This design comes from an exercise in tuning for small area and a short achievable clock period on the open sky130 flow, not from production work.
Power figures rest on the tool's default switching activity, not on a simulated workload.

==> flow/design.v <==
module alu(
  input   wire  [63:0]    in1       ,
  input   wire  [63:0]    in2       ,
  input   wire  [2:0]     op        ,
  input   wire            in_valid  ,
  output  wire            in_ready  ,
  output  reg   [63:0]    res       ,
  output  reg             out_valid ,
  input   wire            out_ready ,
  input   wire            clk       ,
  input   wire            rstn      
);
  wire sub   = op[0] & ~op[1];
  wire addop = ~op[2] & ~op[1];          
  wire andor = op[2] & op[1];            
  wire keepp = ~op[2] | (op[1] & op[0]);  
  wire [63:0] b = in2 ^ {64{sub}};
  wire [63:0] p = in1 ^ b;    
  wire [63:0] g = in1 & b;    
  wire        cin = sub;
  wire [63:0] c;              
  wire bg0_1 = g[1] | (p[1] & g[0]);
  wire bp0_1 = p[1] & p[0];
  wire bg0_2 = g[2] | (p[2] & bg0_1);
  wire bp0_2 = p[2] & bp0_1;
  wire bg0_3 = g[3] | (p[3] & bg0_2);
  wire bp0_3 = p[3] & bp0_2;
  wire bg1_1 = g[5] | (p[5] & g[4]);
  wire bp1_1 = p[5] & p[4];
  wire bg1_2 = g[6] | (p[6] & bg1_1);
  wire bp1_2 = p[6] & bp1_1;
  wire bg1_3 = g[7] | (p[7] & bg1_2);
  wire bp1_3 = p[7] & bp1_2;
  wire bg2_1 = g[9] | (p[9] & g[8]);
  wire bp2_1 = p[9] & p[8];
  wire bg2_2 = g[10] | (p[10] & bg2_1);
  wire bp2_2 = p[10] & bp2_1;
  wire bg2_3 = g[11] | (p[11] & bg2_2);
  wire bp2_3 = p[11] & bp2_2;
  wire bg3_1 = g[13] | (p[13] & g[12]);
  wire bp3_1 = p[13] & p[12];
  wire bg3_2 = g[14] | (p[14] & bg3_1);
  wire bp3_2 = p[14] & bp3_1;
  wire bg3_3 = g[15] | (p[15] & bg3_2);
  wire bp3_3 = p[15] & bp3_2;
  wire bg4_1 = g[17] | (p[17] & g[16]);
  wire bp4_1 = p[17] & p[16];
  wire bg4_2 = g[18] | (p[18] & bg4_1);
  wire bp4_2 = p[18] & bp4_1;
  wire bg4_3 = g[19] | (p[19] & bg4_2);
  wire bp4_3 = p[19] & bp4_2;
  wire bg5_1 = g[21] | (p[21] & g[20]);
  wire bp5_1 = p[21] & p[20];
  wire bg5_2 = g[22] | (p[22] & bg5_1);
  wire bp5_2 = p[22] & bp5_1;
  wire bg5_3 = g[23] | (p[23] & bg5_2);
  wire bp5_3 = p[23] & bp5_2;
  wire bg6_1 = g[25] | (p[25] & g[24]);
  wire bp6_1 = p[25] & p[24];
  wire bg6_2 = g[26] | (p[26] & bg6_1);
  wire bp6_2 = p[26] & bp6_1;
  wire bg6_3 = g[27] | (p[27] & bg6_2);
  wire bp6_3 = p[27] & bp6_2;
  wire bg7_1 = g[29] | (p[29] & g[28]);
  wire bp7_1 = p[29] & p[28];
  wire bg7_2 = g[30] | (p[30] & bg7_1);
  wire bp7_2 = p[30] & bp7_1;
  wire bg7_3 = g[31] | (p[31] & bg7_2);
  wire bp7_3 = p[31] & bp7_2;
  wire bg8_1 = g[33] | (p[33] & g[32]);
  wire bp8_1 = p[33] & p[32];
  wire bg8_2 = g[34] | (p[34] & bg8_1);
  wire bp8_2 = p[34] & bp8_1;
  wire bg8_3 = g[35] | (p[35] & bg8_2);
  wire bp8_3 = p[35] & bp8_2;
  wire bg9_1 = g[37] | (p[37] & g[36]);
  wire bp9_1 = p[37] & p[36];
  wire bg9_2 = g[38] | (p[38] & bg9_1);
  wire bp9_2 = p[38] & bp9_1;
  wire bg9_3 = g[39] | (p[39] & bg9_2);
  wire bp9_3 = p[39] & bp9_2;
  wire bg10_1 = g[41] | (p[41] & g[40]);
  wire bp10_1 = p[41] & p[40];
  wire bg10_2 = g[42] | (p[42] & bg10_1);
  wire bp10_2 = p[42] & bp10_1;
  wire bg10_3 = g[43] | (p[43] & bg10_2);
  wire bp10_3 = p[43] & bp10_2;
  wire bg11_1 = g[45] | (p[45] & g[44]);
  wire bp11_1 = p[45] & p[44];
  wire bg11_2 = g[46] | (p[46] & bg11_1);
  wire bp11_2 = p[46] & bp11_1;
  wire bg11_3 = g[47] | (p[47] & bg11_2);
  wire bp11_3 = p[47] & bp11_2;
  wire bg12_1 = g[49] | (p[49] & g[48]);
  wire bp12_1 = p[49] & p[48];
  wire bg12_2 = g[50] | (p[50] & bg12_1);
  wire bp12_2 = p[50] & bp12_1;
  wire bg12_3 = g[51] | (p[51] & bg12_2);
  wire bp12_3 = p[51] & bp12_2;
  wire bg13_1 = g[53] | (p[53] & g[52]);
  wire bp13_1 = p[53] & p[52];
  wire bg13_2 = g[54] | (p[54] & bg13_1);
  wire bp13_2 = p[54] & bp13_1;
  wire bg13_3 = g[55] | (p[55] & bg13_2);
  wire bp13_3 = p[55] & bp13_2;
  wire bg14_1 = g[57] | (p[57] & g[56]);
  wire bp14_1 = p[57] & p[56];
  wire bg14_2 = g[58] | (p[58] & bg14_1);
  wire bp14_2 = p[58] & bp14_1;
  wire bg14_3 = g[59] | (p[59] & bg14_2);
  wire bp14_3 = p[59] & bp14_2;
  wire bg15_1 = g[61] | (p[61] & g[60]);
  wire bp15_1 = p[61] & p[60];
  wire bg15_2 = g[62] | (p[62] & bg15_1);
  wire bp15_2 = p[62] & bp15_1;
  wire bg15_3 = g[63] | (p[63] & bg15_2);
  wire bp15_3 = p[63] & bp15_2;
  wire G0_1 = bg0_3 | (bp0_3 & cin);
  wire G0_3 = bg2_3 | (bp2_3 & bg1_3);
  wire P0_3 = bp2_3 & bp1_3;
  wire G0_5 = bg4_3 | (bp4_3 & bg3_3);
  wire P0_5 = bp4_3 & bp3_3;
  wire G0_7 = bg6_3 | (bp6_3 & bg5_3);
  wire P0_7 = bp6_3 & bp5_3;
  wire G0_9 = bg8_3 | (bp8_3 & bg7_3);
  wire P0_9 = bp8_3 & bp7_3;
  wire G0_11 = bg10_3 | (bp10_3 & bg9_3);
  wire P0_11 = bp10_3 & bp9_3;
  wire G0_13 = bg12_3 | (bp12_3 & bg11_3);
  wire P0_13 = bp12_3 & bp11_3;
  wire G0_15 = bg14_3 | (bp14_3 & bg13_3);
  wire P0_15 = bp14_3 & bp13_3;
  wire G1_3 = G0_3 | (P0_3 & G0_1);
  wire G1_7 = G0_7 | (P0_7 & G0_5);
  wire P1_7 = P0_7 & P0_5;
  wire G1_11 = G0_11 | (P0_11 & G0_9);
  wire P1_11 = P0_11 & P0_9;
  wire G1_15 = G0_15 | (P0_15 & G0_13);
  wire P1_15 = P0_15 & P0_13;
  wire G2_5 = G0_5 | (P0_5 & G1_3);
  wire G2_7 = G1_7 | (P1_7 & G1_3);
  wire G2_13 = G0_13 | (P0_13 & G1_11);
  wire P2_13 = P0_13 & P1_11;
  wire G2_15 = G1_15 | (P1_15 & G1_11);
  wire P2_15 = P1_15 & P1_11;
  wire G3_9 = G0_9 | (P0_9 & G2_7);
  wire G3_11 = G1_11 | (P1_11 & G2_7);
  wire G3_13 = G2_13 | (P2_13 & G2_7);
  wire G3_15 = G2_15 | (P2_15 & G2_7);
  wire G5_2 = bg1_3 | (bp1_3 & G0_1);
  wire G5_4 = bg3_3 | (bp3_3 & G1_3);
  wire G5_6 = bg5_3 | (bp5_3 & G2_5);
  wire G5_8 = bg7_3 | (bp7_3 & G2_7);
  wire G5_10 = bg9_3 | (bp9_3 & G3_9);
  wire G5_12 = bg11_3 | (bp11_3 & G3_11);
  wire G5_14 = bg13_3 | (bp13_3 & G3_13);
  wire G5_16 = bg15_3 | (bp15_3 & G3_15);
  assign c[0] = cin;
  assign c[1] = g[0] | (p[0] & c[0]);
  assign c[2] = g[1] | (p[1] & c[1]);
  assign c[3] = g[2] | (p[2] & c[2]);
  assign c[4] = G0_1;
  assign c[5] = g[4] | (p[4] & c[4]);
  assign c[6] = g[5] | (p[5] & c[5]);
  assign c[7] = g[6] | (p[6] & c[6]);
  assign c[8] = G5_2;
  assign c[9] = g[8] | (p[8] & c[8]);
  assign c[10] = g[9] | (p[9] & c[9]);
  assign c[11] = g[10] | (p[10] & c[10]);
  assign c[12] = G1_3;
  assign c[13] = g[12] | (p[12] & c[12]);
  assign c[14] = g[13] | (p[13] & c[13]);
  assign c[15] = g[14] | (p[14] & c[14]);
  assign c[16] = G5_4;
  assign c[17] = g[16] | (p[16] & c[16]);
  assign c[18] = g[17] | (p[17] & c[17]);
  assign c[19] = g[18] | (p[18] & c[18]);
  assign c[20] = G2_5;
  assign c[21] = g[20] | (p[20] & c[20]);
  assign c[22] = g[21] | (p[21] & c[21]);
  assign c[23] = g[22] | (p[22] & c[22]);
  assign c[24] = G5_6;
  assign c[25] = g[24] | (p[24] & c[24]);
  assign c[26] = g[25] | (p[25] & c[25]);
  assign c[27] = g[26] | (p[26] & c[26]);
  assign c[28] = G2_7;
  assign c[29] = g[28] | (p[28] & c[28]);
  assign c[30] = g[29] | (p[29] & c[29]);
  assign c[31] = g[30] | (p[30] & c[30]);
  assign c[32] = G5_8;
  assign c[33] = g[32] | (p[32] & c[32]);
  assign c[34] = g[33] | (p[33] & c[33]);
  assign c[35] = g[34] | (p[34] & c[34]);
  assign c[36] = G3_9;
  assign c[37] = g[36] | (p[36] & c[36]);
  assign c[38] = g[37] | (p[37] & c[37]);
  assign c[39] = g[38] | (p[38] & c[38]);
  assign c[40] = G5_10;
  assign c[41] = g[40] | (p[40] & c[40]);
  assign c[42] = g[41] | (p[41] & c[41]);
  assign c[43] = g[42] | (p[42] & c[42]);
  assign c[44] = G3_11;
  assign c[45] = g[44] | (p[44] & c[44]);
  assign c[46] = g[45] | (p[45] & c[45]);
  assign c[47] = g[46] | (p[46] & c[46]);
  assign c[48] = G5_12;
  assign c[49] = g[48] | (p[48] & c[48]);
  assign c[50] = g[49] | (p[49] & c[49]);
  assign c[51] = g[50] | (p[50] & c[50]);
  assign c[52] = G3_13;
  assign c[53] = g[52] | (p[52] & c[52]);
  assign c[54] = g[53] | (p[53] & c[53]);
  assign c[55] = g[54] | (p[54] & c[54]);
  assign c[56] = G5_14;
  assign c[57] = g[56] | (p[56] & c[56]);
  assign c[58] = g[57] | (p[57] & c[57]);
  assign c[59] = g[58] | (p[58] & c[58]);
  assign c[60] = G3_15;
  assign c[61] = g[60] | (p[60] & c[60]);
  assign c[62] = g[61] | (p[61] & c[61]);
  assign c[63] = g[62] | (p[62] & c[62]);
  wire [63:0] result = (p & {64{keepp}}) ^ ((c & {64{addop}}) | (g & {64{andor}}));
  assign in_ready = ~(out_valid & ~out_ready);
  always @(posedge clk) begin
    if (in_ready)
      res <= result;
  end
  always @(posedge clk) begin
    out_valid <= rstn & (in_valid | ~in_ready);
  end
endmodule
Settings: LEC_CHECK=0, ABC_AREA=1, CAP_MARGIN=20, CORE_MARGIN=2, CORE_UTILIZATION=40, SLEW_MARGIN=20; clock period 4.6 ns.
standard.sh (not shown) runs the stock make flow with config.mk's settings and CLKGATE_MAP_FILE= SYNTH_SCRIPT=/design/flow/synth_recipe.tcl, a recipe that flattens the netlist after the stock synthesis.
==> flow/flow/run.sh <==
#!/bin/bash
# Layout flow: the standard ORFS flow (standard.sh, with the standard
# synthesis unchanged), except that the port buffers that global placement
# puts on every input and output are sky130_fd_sc_hd__buf_1 instead of the
# delay buffer buffer_ports picks by default. Every port still gets its own
# buffer. The make output goes to standard.log in the work folder; ORFS keeps
# each step's log under orfs/logs/.
set -euo pipefail
bash standard.sh "BUFFER_PORTS_ARGS=-buffer_cell sky130_fd_sc_hd__buf_1" finish > standard.log 2>&1
Rerun with:
--- a/flow/design.v
+++ b/flow/design.v
@@ -127,94 +127,104 @@
   wire G0_11 = bg10_3 | (bp10_3 & bg9_3);
   wire P0_11 = bp10_3 & bp9_3;
   wire G0_13 = bg12_3 | (bp12_3 & bg11_3);
   wire P0_13 = bp12_3 & bp11_3;
   wire G0_15 = bg14_3 | (bp14_3 & bg13_3);
   wire P0_15 = bp14_3 & bp13_3;
+  wire G1_2 = bg1_3 | (bp1_3 & G0_1);
   wire G1_3 = G0_3 | (P0_3 & G0_1);
+  wire G1_6 = bg5_3 | (bp5_3 & G0_5);
+  wire P1_6 = bp5_3 & P0_5;
   wire G1_7 = G0_7 | (P0_7 & G0_5);
   wire P1_7 = P0_7 & P0_5;
+  wire G1_10 = bg9_3 | (bp9_3 & G0_9);
+  wire P1_10 = bp9_3 & P0_9;
   wire G1_11 = G0_11 | (P0_11 & G0_9);
   wire P1_11 = P0_11 & P0_9;
+  wire G1_14 = bg13_3 | (bp13_3 & G0_13);
+  wire P1_14 = bp13_3 & P0_13;
   wire G1_15 = G0_15 | (P0_15 & G0_13);
   wire P1_15 = P0_15 & P0_13;
+  wire G2_4 = bg3_3 | (bp3_3 & G1_3);
   wire G2_5 = G0_5 | (P0_5 & G1_3);
+  wire G2_6 = G1_6 | (P1_6 & G1_3);
   wire G2_7 = G1_7 | (P1_7 & G1_3);
+  wire G2_12 = bg11_3 | (bp11_3 & G1_11);
+  wire P2_12 = bp11_3 & P1_11;
   wire G2_13 = G0_13 | (P0_13 & G1_11);
   wire P2_13 = P0_13 & P1_11;
+  wire G2_14 = G1_14 | (P1_14 & G1_11);
+  wire P2_14 = P1_14 & P1_11;
   wire G2_15 = G1_15 | (P1_15 & G1_11);
   wire P2_15 = P1_15 & P1_11;
+  wire G3_8 = bg7_3 | (bp7_3 & G2_7);
   wire G3_9 = G0_9 | (P0_9 & G2_7);
+  wire G3_10 = G1_10 | (P1_10 & G2_7);
   wire G3_11 = G1_11 | (P1_11 & G2_7);
+  wire G3_12 = G2_12 | (P2_12 & G2_7);
   wire G3_13 = G2_13 | (P2_13 & G2_7);
+  wire G3_14 = G2_14 | (P2_14 & G2_7);
   wire G3_15 = G2_15 | (P2_15 & G2_7);
-  wire G5_2 = bg1_3 | (bp1_3 & G0_1);
-  wire G5_4 = bg3_3 | (bp3_3 & G1_3);
-  wire G5_6 = bg5_3 | (bp5_3 & G2_5);
-  wire G5_8 = bg7_3 | (bp7_3 & G2_7);
-  wire G5_10 = bg9_3 | (bp9_3 & G3_9);
-  wire G5_12 = bg11_3 | (bp11_3 & G3_11);
-  wire G5_14 = bg13_3 | (bp13_3 & G3_13);
-  wire G5_16 = bg15_3 | (bp15_3 & G3_15);
+  wire G4_16 = bg15_3 | (bp15_3 & G3_15);
   assign c[0] = cin;
   assign c[1] = g[0] | (p[0] & c[0]);
   assign c[2] = g[1] | (p[1] & c[1]);
   assign c[3] = g[2] | (p[2] & c[2]);
   assign c[4] = G0_1;
   assign c[5] = g[4] | (p[4] & c[4]);
   assign c[6] = g[5] | (p[5] & c[5]);
   assign c[7] = g[6] | (p[6] & c[6]);
-  assign c[8] = G5_2;
+  assign c[8] = G1_2;
   assign c[9] = g[8] | (p[8] & c[8]);
   assign c[10] = g[9] | (p[9] & c[9]);
   assign c[11] = g[10] | (p[10] & c[10]);
   assign c[12] = G1_3;
   assign c[13] = g[12] | (p[12] & c[12]);
   assign c[14] = g[13] | (p[13] & c[13]);
   assign c[15] = g[14] | (p[14] & c[14]);
-  assign c[16] = G5_4;
+  assign c[16] = G2_4;
   assign c[17] = g[16] | (p[16] & c[16]);
   assign c[18] = g[17] | (p[17] & c[17]);
   assign c[19] = g[18] | (p[18] & c[18]);
   assign c[20] = G2_5;
   assign c[21] = g[20] | (p[20] & c[20]);
   assign c[22] = g[21] | (p[21] & c[21]);
   assign c[23] = g[22] | (p[22] & c[22]);
-  assign c[24] = G5_6;
+  assign c[24] = G2_6;
   assign c[25] = g[24] | (p[24] & c[24]);
   assign c[26] = g[25] | (p[25] & c[25]);
   assign c[27] = g[26] | (p[26] & c[26]);
   assign c[28] = G2_7;
   assign c[29] = g[28] | (p[28] & c[28]);
   assign c[30] = g[29] | (p[29] & c[29]);
   assign c[31] = g[30] | (p[30] & c[30]);
-  assign c[32] = G5_8;
+  assign c[32] = G3_8;
   assign c[33] = g[32] | (p[32] & c[32]);
   assign c[34] = g[33] | (p[33] & c[33]);
   assign c[35] = g[34] | (p[34] & c[34]);
   assign c[36] = G3_9;
   assign c[37] = g[36] | (p[36] & c[36]);
   assign c[38] = g[37] | (p[37] & c[37]);
   assign c[39] = g[38] | (p[38] & c[38]);
-  assign c[40] = G5_10;
+  assign c[40] = G3_10;
   assign c[41] = g[40] | (p[40] & c[40]);
   assign c[42] = g[41] | (p[41] & c[41]);
   assign c[43] = g[42] | (p[42] & c[42]);
   assign c[44] = G3_11;
   assign c[45] = g[44] | (p[44] & c[44]);
   assign c[46] = g[45] | (p[45] & c[45]);
   assign c[47] = g[46] | (p[46] & c[46]);
-  assign c[48] = G5_12;
+  assign c[48] = G3_12;
   assign c[49] = g[48] | (p[48] & c[48]);
   assign c[50] = g[49] | (p[49] & c[49]);
   assign c[51] = g[50] | (p[50] & c[50]);
   assign c[52] = G3_13;
   assign c[53] = g[52] | (p[52] & c[52]);
   assign c[54] = g[53] | (p[53] & c[53]);
   assign c[55] = g[54] | (p[54] & c[54]);
-  assign c[56] = G5_14;
+  assign c[56] = G3_14;
   assign c[57] = g[56] | (p[56] & c[56]);
   assign c[58] = g[57] | (p[57] & c[57]);
   assign c[59] = g[58] | (p[58] & c[58]);
   assign c[60] = G3_15;
   assign c[61] = g[60] | (p[60] & c[60]);
   assign c[62] = g[61] | (p[61] & c[61]);
Final cell count increases by a little under a tenth; worst setup slack gets better by 140 ps; total power rose slightly; via count increases by a few percent; clock skew fell by 5.2 ps; synthesized area grows by a few percent; count of clock-buffer cells in the layout does not change; utilization went down by 0.53 points; worst hold slack gets better by 10 ps; non-clock buffer count is lower by 1; final area is higher by a few percent.
No run of this note included a check of the RTL's function; only the layout flow was run.

==> afterwards: timing with drivers on the ports <==
No port has a modelled driver above. Below, the same layouts with a new extraction and two added sets of constraints.
Step 1 assumes that a clkbuf_16 drives the clock port and a buf_2 every other input.
Step 2, shift: input delay + t, output delay - t, t = (earliest + latest rising clock arrival at the registers) / 2. This alone moves slack from input paths to output paths.
a / b / c = no drivers / after step 1 / after step 2; a / b = the first two.
| run | shift t [ns] | setup slack, ns | slew at the worst register clock pin (ns) | worst slew at a driven data input, ns | cell pins on the clock port's net |
|---|---|---|---|---|---|
| the first run | 0.373 | 0.939 / 0.958 / 0.584 | 0.06 / 0.06 | 0.05 | 1 |
| the second run | 0.367 | 1.080 / 1.098 / 0.730 | 0.06 / 0.06 | 0.07 | 1 |
After both steps setup and hold are still met in every run listed. The setup slack of the first run, which loses most, moves by +0.019 ns with the drivers and by -0.355 ns with both steps.
